Context: an optimization exercise on an open-source flow, tuned for small area, a short achievable clock period and few clock cycles per item. The choices shown serve that exercise and are no tape-out recipe.
In this exercise RTL edits were held to simulation tests only and were not proved equivalent to the original.
Power is estimated from default activity; no workload was simulated.

## flow/design.v (module list and top-level ports; edited modules follow where they fit)
// module matrix_mul: 4201 lines
// module g_inv: 3 lines
// module g_nand: 3 lines
// module g_nor: 3 lines
// module g_xor: 3 lines
// module g_a222oi: 3 lines
// module g_xnor: 3 lines
// module g_aoi21b: 3 lines
// module g_oai21b: 3 lines
// module g_aoi21: 3 lines
// module g_oai21: 3 lines
// module fa: 4 lines
// module xnr: 3 lines
module matrix_mul(
    input wire clk,
    input wire reset,
    input wire start,
    input wire [8:0][7:0] matrix_a,
    input wire [8:0][7:0] matrix_b,
    output reg [8:0][15:0] result,
    output reg done
);
  // ...
==> flow/flow/run.sh <==
#!/bin/bash
# Standard ORFS layout; the only change: ports are buffered with buf_1 cells
# instead of the default delay buffers. Full tool output goes to standard.log.
bash standard.sh finish "BUFFER_PORTS_ARGS=-buffer_cell sky130_fd_sc_hd__buf_1" > standard.log 2>&1
==> flow/standard.sh <==
#!/bin/bash
# synth_recipe.tcl (not shown) runs the flow's synth.tcl, then flattens the netlist and writes it again
# the make line also repeats each setting of config.mk as NAME=value (left out here)
make -C /OpenROAD-flow-scripts/flow DESIGN_CONFIG=/design/flow/config.mk WORK_HOME=/design/flow/orfs CLKGATE_MAP_FILE= SYNTH_SCRIPT=/design/flow/synth_recipe.tcl "${@:-finish}"
==> flow/config.mk <==
export PLATFORM = sky130hd
export DESIGN_NAME = matrix_mul
export DESIGN_NICKNAME = matrix_mul
export VERILOG_FILES = /design/flow/design.v
export SDC_FILE = /design/flow/constraint.sdc
export NUM_CORES = 4
export LEC_CHECK = 0
export CAP_MARGIN = 20
export CELL_PAD_IN_SITES_DETAIL_PLACEMENT = 1
export CELL_PAD_IN_SITES_GLOBAL_PLACEMENT = 1
export CORE_MARGIN = 2
export CORE_UTILIZATION = 40
export PLACE_DENSITY = 0.6
export SETUP_SLACK_MARGIN = 4
export SLEW_MARGIN = 20
export SYNTH_HIERARCHICAL = 1
export TNS_END_PERCENT = 5
==> flow/constraint.sdc <==
create_clock -name core_clock -period 10.0 [get_ports {clk}]
set_input_delay 2.0000 -clock core_clock [delete_from_list [all_inputs] [get_ports {clk}]]
set_output_delay 2.0000 -clock core_clock [all_outputs]
set_load 0.01 [all_outputs]
==> impl_results.md, run 1 <==
* Outcome: finished clean
* Non-clock buffers at between 400 and 500
* Largest power group: combinational cells
* # IOs at 292
* Critical Path End Type: flop
* Met1 GRT Util at 0.444
* First-pass GRT wire length at 181 mm
* Die Y at 265 um
* Hold EP: done
* Clkbuf count at 19
* GR peak layer: met2
* CP top delay family: adder cells
* DR iter-0 viols at approximately 4.2k
* GRT overflow at 0
* Initial antenna violation count at 3
* Clk cell area share at 0.0176
* Top post-synthesis cells by area: fa_1 (33%), edfxtp_1 (16%), a222oi_1 (11%), nand2_1 (9.1%), xor2_1 (7.2%)
* Worst Setup Slack, final at 3780 ps
* Top Registers: result (144), done (1), phase (1)
* Multi-input gates at approximately 2.5k
* Share of cells above drive strength 1 at 0.223
* Worst slew pin tran at roughly 1200 ps
* Clock tree buffer depth at 2
* Yosys warnings at 7
* Most frequent cells in the layout: nand2_1 (640), fa_1 (408), a222oi_1 (288)
* Seq pwr at 1.78 mW
* Largest fanout on the critical path at 6
* Syn_nets at 3386
* Skew final at 20.4 ps
* Total of max-cap violations at 0
* Crit path depth at 19
* Inverter count at 113
* Cell repeated most along the worst path: o21ai_4
* Final Cell Area at 33100 um2
* Clk sink count at 146
* Minimum clock period at 6220 ps
* Synthesis-to-finish area growth at 21.8%
Testbench counts, summed over its fixed seeds: cycles 1,024, items 512.
==> run 2, diff against run 1 <==
==> flow/config.mk (replaced) <==
export PLATFORM = sky130hd
export DESIGN_NAME = matrix_mul
export DESIGN_NICKNAME = matrix_mul
export VERILOG_FILES = /design/flow/design.v
export SDC_FILE = /design/flow/constraint.sdc
export NUM_CORES = 4
export LEC_CHECK = 0
export CAP_MARGIN = 20
export CORE_MARGIN = 2
export CORE_UTILIZATION = 35
export PLACE_DENSITY = 0.45
export SETUP_SLACK_MARGIN = 3.5
export SLEW_MARGIN = 20
export SYNTH_HIERARCHICAL = 1
export TNS_END_PERCENT = 5
==> impl_results.md, run 2 <==
* Total of max-cap violations at 0 (unchanged)
* TNS Setup at 0 ps
* Clock tree buffer depth at 2 (unchanged)
* CP Class: in2reg
* Final setup vio count at 0
* Synth Area in Simple Gates at 0.145
* List of most frequent post-synthesis cells: nand2_1 (660), fa_1 (450), a222oi_1 (288)
* Total CTS buffers at 17
* Via/cell ratio at 5.90
* Adder-cell share of the synthesized area at 0.331
* Initial core utilization at 0.352
* CTS tree: built
* CTS root buffer: clkbuf_16
* Pwr dens at 416 nW/um2
* DR WL/cell at 26.4 um
* Top post-synthesis cells by area: fa_1 (33%), edfxtp_1 (16%), a222oi_1 (11%), nand2_1 (9.1%), xor2_1 (7.2%)
* DR iter-0 viols at 4000 (-4.7%)
* Final Cell Area at 31000 um2 (-6.5%)
* DP HPWL at 83.9 mm
* Initial antenna violation count at 13 (+10)
* Synthesized cell area at ~27000 um2
* Ys flop type: edfxtp_1
* Remaining routing DRC violations at 0
* Unique masters post-synth at 28
* Vias in the first global route at 25.2k
* Critical Path End Type: flop
* Largest Register: result
* Share of cells above drive strength 1 at 0.140 (-0.0830)
* Final #Nets at 3698
* Clk sink count at 146 (unchanged)
* Synth Area in XOR/XNOR at 0.119
* Sequential cell area at ~4400 um2
* Minimum clock period at 6460 ps (+238 ps)
* Crit start category: primary input
* Multi-input gate area at 22500 um2
* Yosys warnings at 7 (unchanged)
* Num rows at 102
* Async SR Flop Fraction at 0.0137
* Mux contribution to synthesized area at 0.00621
* Compound-cell area share of the yosys netlist at 0.204
* Worst slew pin tran at 1240 ps (+73.6 ps)
* Crit path required time at ~10000 ps
* Via count at 24.6k
* Top Registers: result (144), done (1), phase (1)
* Slew headroom at 0.168
* Post-synth EDFFs at 144
* Most common cell after layout, fill and taps aside: nand2_1
* Final worst-path cycle share at 0.646
* Pins Over Slew Limit at 0
* LEAKAGE at 10.5 nW
* Count leader, synth: nand2_1
* Seq/Total Area, Yosys at 0.161
* Worst Setup Slack, final at 3540 ps (-238 ps)
* Worst-path clk slew at around 80 ps
* Die X at between 200 and 300 um
* Hold Path Class: reg2reg
* Routability congestion estimate from global placement at 0.908
* Largest fanout on the critical path at 17 (+11)
* CTS Hold Bufs at 0
* Final hold slack at a little under 500 ps
* GRT overflow at 0 (unchanged)
* Latest clock arrival within the worst-skew pair at 510 ps
* Number of flip-flops in the largest register at approximately 140
* Total Routing Usage GR at 0.272
* # port buffers at 291
* Synthesis-to-finish area growth at 13.9%
* Pre-CTS setup slack at 2030 ps
* RSZ-0062 raised after global routing: true
* Final ANT Viol Nets at 0
* Final WL at 110 mm
* Post-layout util at 0.401
* Largest family of logic cells by synthesized area: adder cells
* Placed Area at 29600 um2
* # IOs at 292 (unchanged)
* Synth area leader: fa_1
* Max Clock Freq at around 150 MHz
* Syn_nets at 3386 (unchanged)
* Number of H-tree levels at 4
* Fin. Hold Viols at 0
* Mean area per synthesized cell at roughly 10 um2
* WP data arrival at ~6700 ps
* Drt pass-1 iters at 17
* Die area at roughly 80000 um2
* First-pass GRT wire length at 160 mm (-12%)
* Cell count after synthesis at 2789
* Yosys top cell area share at 0.331
* Die Y at 283 um (+6.8%)
* Post-synthesis register bit count at 146
* Outcome: finished clean
* Largest net degree at the start of global routing at 66
* Core area at 77200 um2
* Max VDD drop at 0.323 mV
* Skew final at 17.5 ps (-2.93 ps)
* Fill cell count at 7614
* Most frequent cells in the layout: nand2_1 (657), fa_1 (449), a222oi_1 (288)
-- run 2: kinds of logic after synthesis --
logic type | after synthesis
muxes | 12
AOI/OAI and AO/OA | 652
xor gates and xnor gates | 369
adders and majority gates | 450
buffers and inverters | 186
DFF | 146
and+or+nand+nor | 974
-- run 2: path summary, 6_finish.rpt --
path	slack [ps]	cells past startpoint	to	start
min	490	1	done	done
max	3540	16	result[28]	matrix_b[14]
min in group asynchronous	1310	2	phase	reset
max reg2reg	3860	16	result[92]	phase
min reg2reg	490	1	done	done
max in group asynchronous	8570	2	phase	reset
-- run 2: cell type report --
cell class                      count  share of cell area
Clock buffer                       20              0.0141
Timing Repair Buffer              364              0.0567
Clock inverter                     12             0.00428
Antenna cell                        6            0.000485
Tap cell                         1040              0.0420
Multi-Input combinational cell   2459               0.727
Sequential cell                   146               0.141
Inverter                          113              0.0137
-- run 2: through the flow --
step                cells  total power [mW]
floorplan            2789              9.39
global placement     4107              11.6
detailed placement   4108              11.7
CTS                  4143              12.6
global route         4155              14.2
finish               4160              12.9
-- run 2: where the power goes --
part / leakage, nW / switching [mW] / internal (mW)
Sequential: 1.49 / 0.185 / 1.57
Combinational: 8.78 / 6.28 / 4.14
Clock: 0.271 / 0.329 / 0.368
-- run 2: modules after synthesis (local to each module, per instance), excerpt --
module | area (um2) | copies in the design
g_aoi21 | 8.76 | 162
g_xnor | 8.76 | 81
g_oai21b | 7.51 | 9
g_oai21 | 5.00 | 123
g_nor | 3.75 | 201
g_nand | 3.75 | 252
-- run 2: metal layers --
metal / vias up / wire length, um / GRT usage / part of all wire
li1: 10629 / - / - / -
met1: 12478 / 47300 / 0.373 / 0.43
met2: 1252 / 48600 / 0.417 / 0.44
met3: 178 / 10200 / 0.0683 / 0.093
met4: 16 / 3400 / 0.0947 / 0.031
met5: - / 113 / 0 / 0.0010
-- run 2: repair_timing --
item,4_1_cts,5_1_grt
buffers inserted,3,9
hold endpoints to repair,0,0
gates cloned,0,2
pin swaps,8,25
endpoints found under the setup margin,79,72
resized for setup,63,89
-- run 2: critical path: stages --
cell	delay, ps
buf_1	260
inv_1	100
o32ai_2	720
buf_4	450
a222oi_1	200
fa_1	500
fa_1	410
fa_1	480
fa_1	550
nand2_1	100
a21oi_2	130
o21ai_1	110
a21oi_4	300
inv_1	140
a21oi_2	160
xnor2_1	90
==> run 3, diff against run 2 <==
==> flow/flow/run.sh (replaced) <==
#!/bin/bash
# The standard ORFS layout (the standard.sh, unchanged synthesis); the one
# change: ports are buffered with buf_1 cells instead of the default delay
# buffers. The full tool output goes to standard.log in this folder.
bash standard.sh finish "BUFFER_PORTS_ARGS=-buffer_cell sky130_fd_sc_hd__buf_1" > standard.log 2>&1
==> impl_results.md, run 3 <==
* Outcome: finished clean
* Mean area per synthesized cell at 9.75 um2 (unchanged)
* Top Registers: result (144), done (1), phase (1)
* Synthesized cell area at 27200 um2 (unchanged)
* Worst R2R Start: phase
* List of most frequent post-synthesis cells: nand2_1 (660), fa_1 (450), a222oi_1 (288)
* LEAKAGE at 10.5 nW (unchanged)
* Final setup vio count at 0 (unchanged)
* Worst slew pin tran at 1240 ps (unchanged)
* Critical path startpoint: matrix_b[14]
* Yosys top cell area share at 0.331 (unchanged)
* Seq/Total Area, Yosys at 0.161 (unchanged)
* Max VDD drop at 0.323 mV (unchanged)
* Fin. Hold Viols at 0 (unchanged)
* Syn_nets at 3386 (unchanged)
* Multi-input gate area at 22500 um2 (unchanged)
* DR iter-0 viols at 4000 (unchanged)
* Max Clock Freq at 155 MHz (unchanged)
* Reg2reg setup slack at 3860 ps (about the same)
* CP Class: in2reg
* Cell count after synthesis at 2789 (unchanged)
* Clk sink count at 146 (unchanged)
* Via count at 24.6k (unchanged)
* Pins Over Slew Limit at 0 (unchanged)
* Most frequent cells in the layout: nand2_1 (657), fa_1 (449), a222oi_1 (288)
* Clock tree buffer depth at 2 (unchanged)
* Minimum clock period at 6460 ps (unchanged)
* Number of flip-flops in the largest register at 144 (unchanged)
* Routability congestion estimate from global placement at 0.908 (unchanged)
* Skew final at 17.5 ps (unchanged)
* Count leader, synth: nand2_1
* Die area at 79900 um2 (unchanged)
* # IOs at 292 (unchanged)
* DP HPWL at 83.9 mm (unchanged)
* Synthesis-to-finish area growth at 13.9% (unchanged)
* Top post-synthesis cells by area: fa_1 (33%), edfxtp_1 (16%), a222oi_1 (11%), nand2_1 (9.1%), xor2_1 (7.2%)
* Unique masters post-synth at 28 (unchanged)
* DR WL/cell at 26.4 um (unchanged)
* Post-layout util at 0.401 (unchanged)
* Crit path required time at 10250 ps (about the same)
* Sequential cell area at 4380 um2 (unchanged)
* Latest clock arrival within the worst-skew pair at 510 ps (about the same)
* Total of max-cap violations at 0 (unchanged)
* Slew headroom at 0.168 (unchanged)
* Initial antenna violation count at 13 (unchanged)
* Crit start category: primary input
* CP Capture Point: result[28]
* First-pass GRT wire length at 160 mm (unchanged)
* Most common cell after layout, fill and taps aside: nand2_1
* Final worst-path cycle share at 0.646 (unchanged)
* CTS root buffer: clkbuf_16
* Fill cell count at 7614 (unchanged)
* Total Routing Usage GR at 0.272 (unchanged)
* GRT overflow at 0 (unchanged)
* Die Y at 283 um (unchanged)
* Yosys warnings at 7 (unchanged)
* Via/cell ratio at 5.90 (unchanged)
* CTS Hold Bufs at 0 (unchanged)
* Ys flop type: edfxtp_1
* CTS tree: built
* Hold Path Class: reg2reg
* Post-synth EDFFs at 144 (unchanged)
* Total CTS buffers at 17 (unchanged)
* Async SR Flop Fraction at 0.0137 (unchanged)
* Remaining routing DRC violations at 0 (unchanged)
* Number of H-tree levels at 4 (unchanged)
* RSZ-0062 raised after global routing: true
* Core area at 77200 um2 (unchanged)
* Largest fanout on the critical path at 17 (unchanged)
* Worst reg2reg path endpoint: result[92]
* Final #Nets at 3698 (unchanged)
* Post-synthesis register bit count at 146 (unchanged)
* Initial core utilization at 0.352 (unchanged)
* Reg2Reg Depth at 16 (unchanged)
* Largest Register: result
* Num rows at 102 (unchanged)
* TNS Setup at 0 ps (unchanged)
* Largest net degree at the start of global routing at 66 (unchanged)
* WP data arrival at 6710 ps (about the same)
* Share of cells above drive strength 1 at 0.140 (unchanged)
* Worst-path clk slew at 80 ps (about the same)
* Pwr dens at 416 nW/um2 (unchanged)
* Die X at 283 um (unchanged)
* Synth area leader: fa_1
* Final WL at 110 mm (unchanged)
* Critical Path End Type: flop
* Vias in the first global route at 25.2k (unchanged)
* Final ANT Viol Nets at 0 (unchanged)
* Drt pass-1 iters at 17 (unchanged)
* # port buffers at 291 (unchanged)
-- run 3: cell counts after synthesis --
No cell type changed its count.
-- run 3: routing by layer --
layer	global-route usage	routed length (um)
met3	0.0683	10200
met5	0	113
met2	0.417	48600
met1	0.373	47300
met4	0.0947	3400
-- run 3: worst min-delay path by stage --
stage               start    to  slack (ps)  depth (start not counted)
floorplan            done  done         520                          1
global placement     done  done         470                          1
detailed placement   done  done         470                          1
CTS                  done  done         490                          1
global route         done  done         510                          1
finish               done  done         490                          1
-- run 3: layout make-up --
type	count	area share
clock inverter	12	0.00428
clock buffer	20	0.0141
antenna	6	0.000485
timing repair buffer	364	0.0567
tap	1040	0.0420
sequential	146	0.141
multi-input combinational	2459	0.727
inverter	113	0.0137
-- run 3: timing repair --
item | in CTS | in global routing
pin swaps | 8 | 25
resized for setup | 63 | 89
buffers inserted | 3 | 9
cloned | 0 | 2
endpoints found under the setup margin | 79 | 72
-- run 3: cell families after synthesis --
logic type | count (synthesis) | synth area share
AND/OR/NAND/NOR | 974 | 0.145
AO/OA/AOI/OAI | 652 | 0.204
adder cells (fa/ha/maj) | 450 | 0.331
XOR/XNOR | 369 | 0.119
buffers and inverters | 186 | 0.0344
flip-flops | 146 | 0.161
multiplexers | 12 | 0.00621
-- run 3: through the flow --
| stage | area (um2) | hold WS [ps] | power (mW) | setup WS (ps) | instances |
|---|---|---|---|---|---|
| finish | 31000 | 487 | 12.9 | 3540 | 4160 |
| global route | 31000 | 512 | 14.2 | 3420 | 4155 |
| CTS | 30400 | 494 | 12.6 | 3420 | 4143 |
| detailed placement | 29600 | 474 | 11.7 | 2030 | 4108 |
| global placement | 29600 | 469 | 11.6 | 2040 | 4107 |
| floorplan | 27200 | 518 | 9.39 | 3650 | 2789 |
-- run 3: per-module statistics from Yosys (local to each module, per instance), a selection --
module,cell area [um2],times used,cells inside
fa,20.0,450,1
g_a222oi,10.0,288,1
g_aoi21,8.76,162,1
g_xor,8.76,225,1
xnr,8.76,63,1
g_oai21b,7.51,9,1
g_oai21,5.00,123,1
g_nand,3.75,252,1
g_inv,3.75,87,1
-- run 3: report_power, final --
part	internal, mW	switching, mW	leakage, nW
combinational	4.14	6.28	8.78
clock	0.368	0.329	0.271
sequential	1.57	0.185	1.49
total	6.08	6.80	10.5
-- run 3: critical path: stages --
cell and delay [ps]:
buf_1 260, inv_1 100, o32ai_2 720, buf_4 450
a222oi_1 200, fa_1 500, fa_1 410, fa_1 480
fa_1 550, nand2_1 100, a21oi_2 130, o21ai_1 110
a21oi_4 300, inv_1 140, a21oi_2 160, xnor2_1 90

[re-timing with driven ports]
The flow's constraints put no driver on any port. The routed layouts listed below were extracted and timed again, unchanged, in two steps. Step 1 (the two cells are an assumption about what drives the block):
set clk [get_ports {clk}]
set_driving_cell -lib_cell sky130_fd_sc_hd__clkbuf_16 $clk
set_driving_cell -lib_cell sky130_fd_sc_hd__buf_2 [delete_from_list [all_inputs] $clk]
Step 2, shift: input delay + t, output delay - t, t = (earliest + latest rising clock arrival at the registers) / 2. This alone moves slack from input paths to output paths. a / b / c = ideal / step 1 / step 2; a / b = the first two.
run	shift t [ns]	setup WS [ns]	clock arrival spread, ns	slew at the worst register clock pin (ns)
run 1	0.570	3.779 / 3.755 / 3.186	0.021 / 0.021	0.08 / 0.08
run 2	0.566	3.541 / 3.570 / 3.004	0.021 / 0.021	0.08 / 0.08
run 3	0.566	3.541 / 3.570 / 3.004	0.021 / 0.021	0.08 / 0.08
After both steps every run listed still meets setup and hold. For run 1, which loses most, drivers alone change the setup slack by -0.024 ns; drivers and shift together by -0.593 ns.
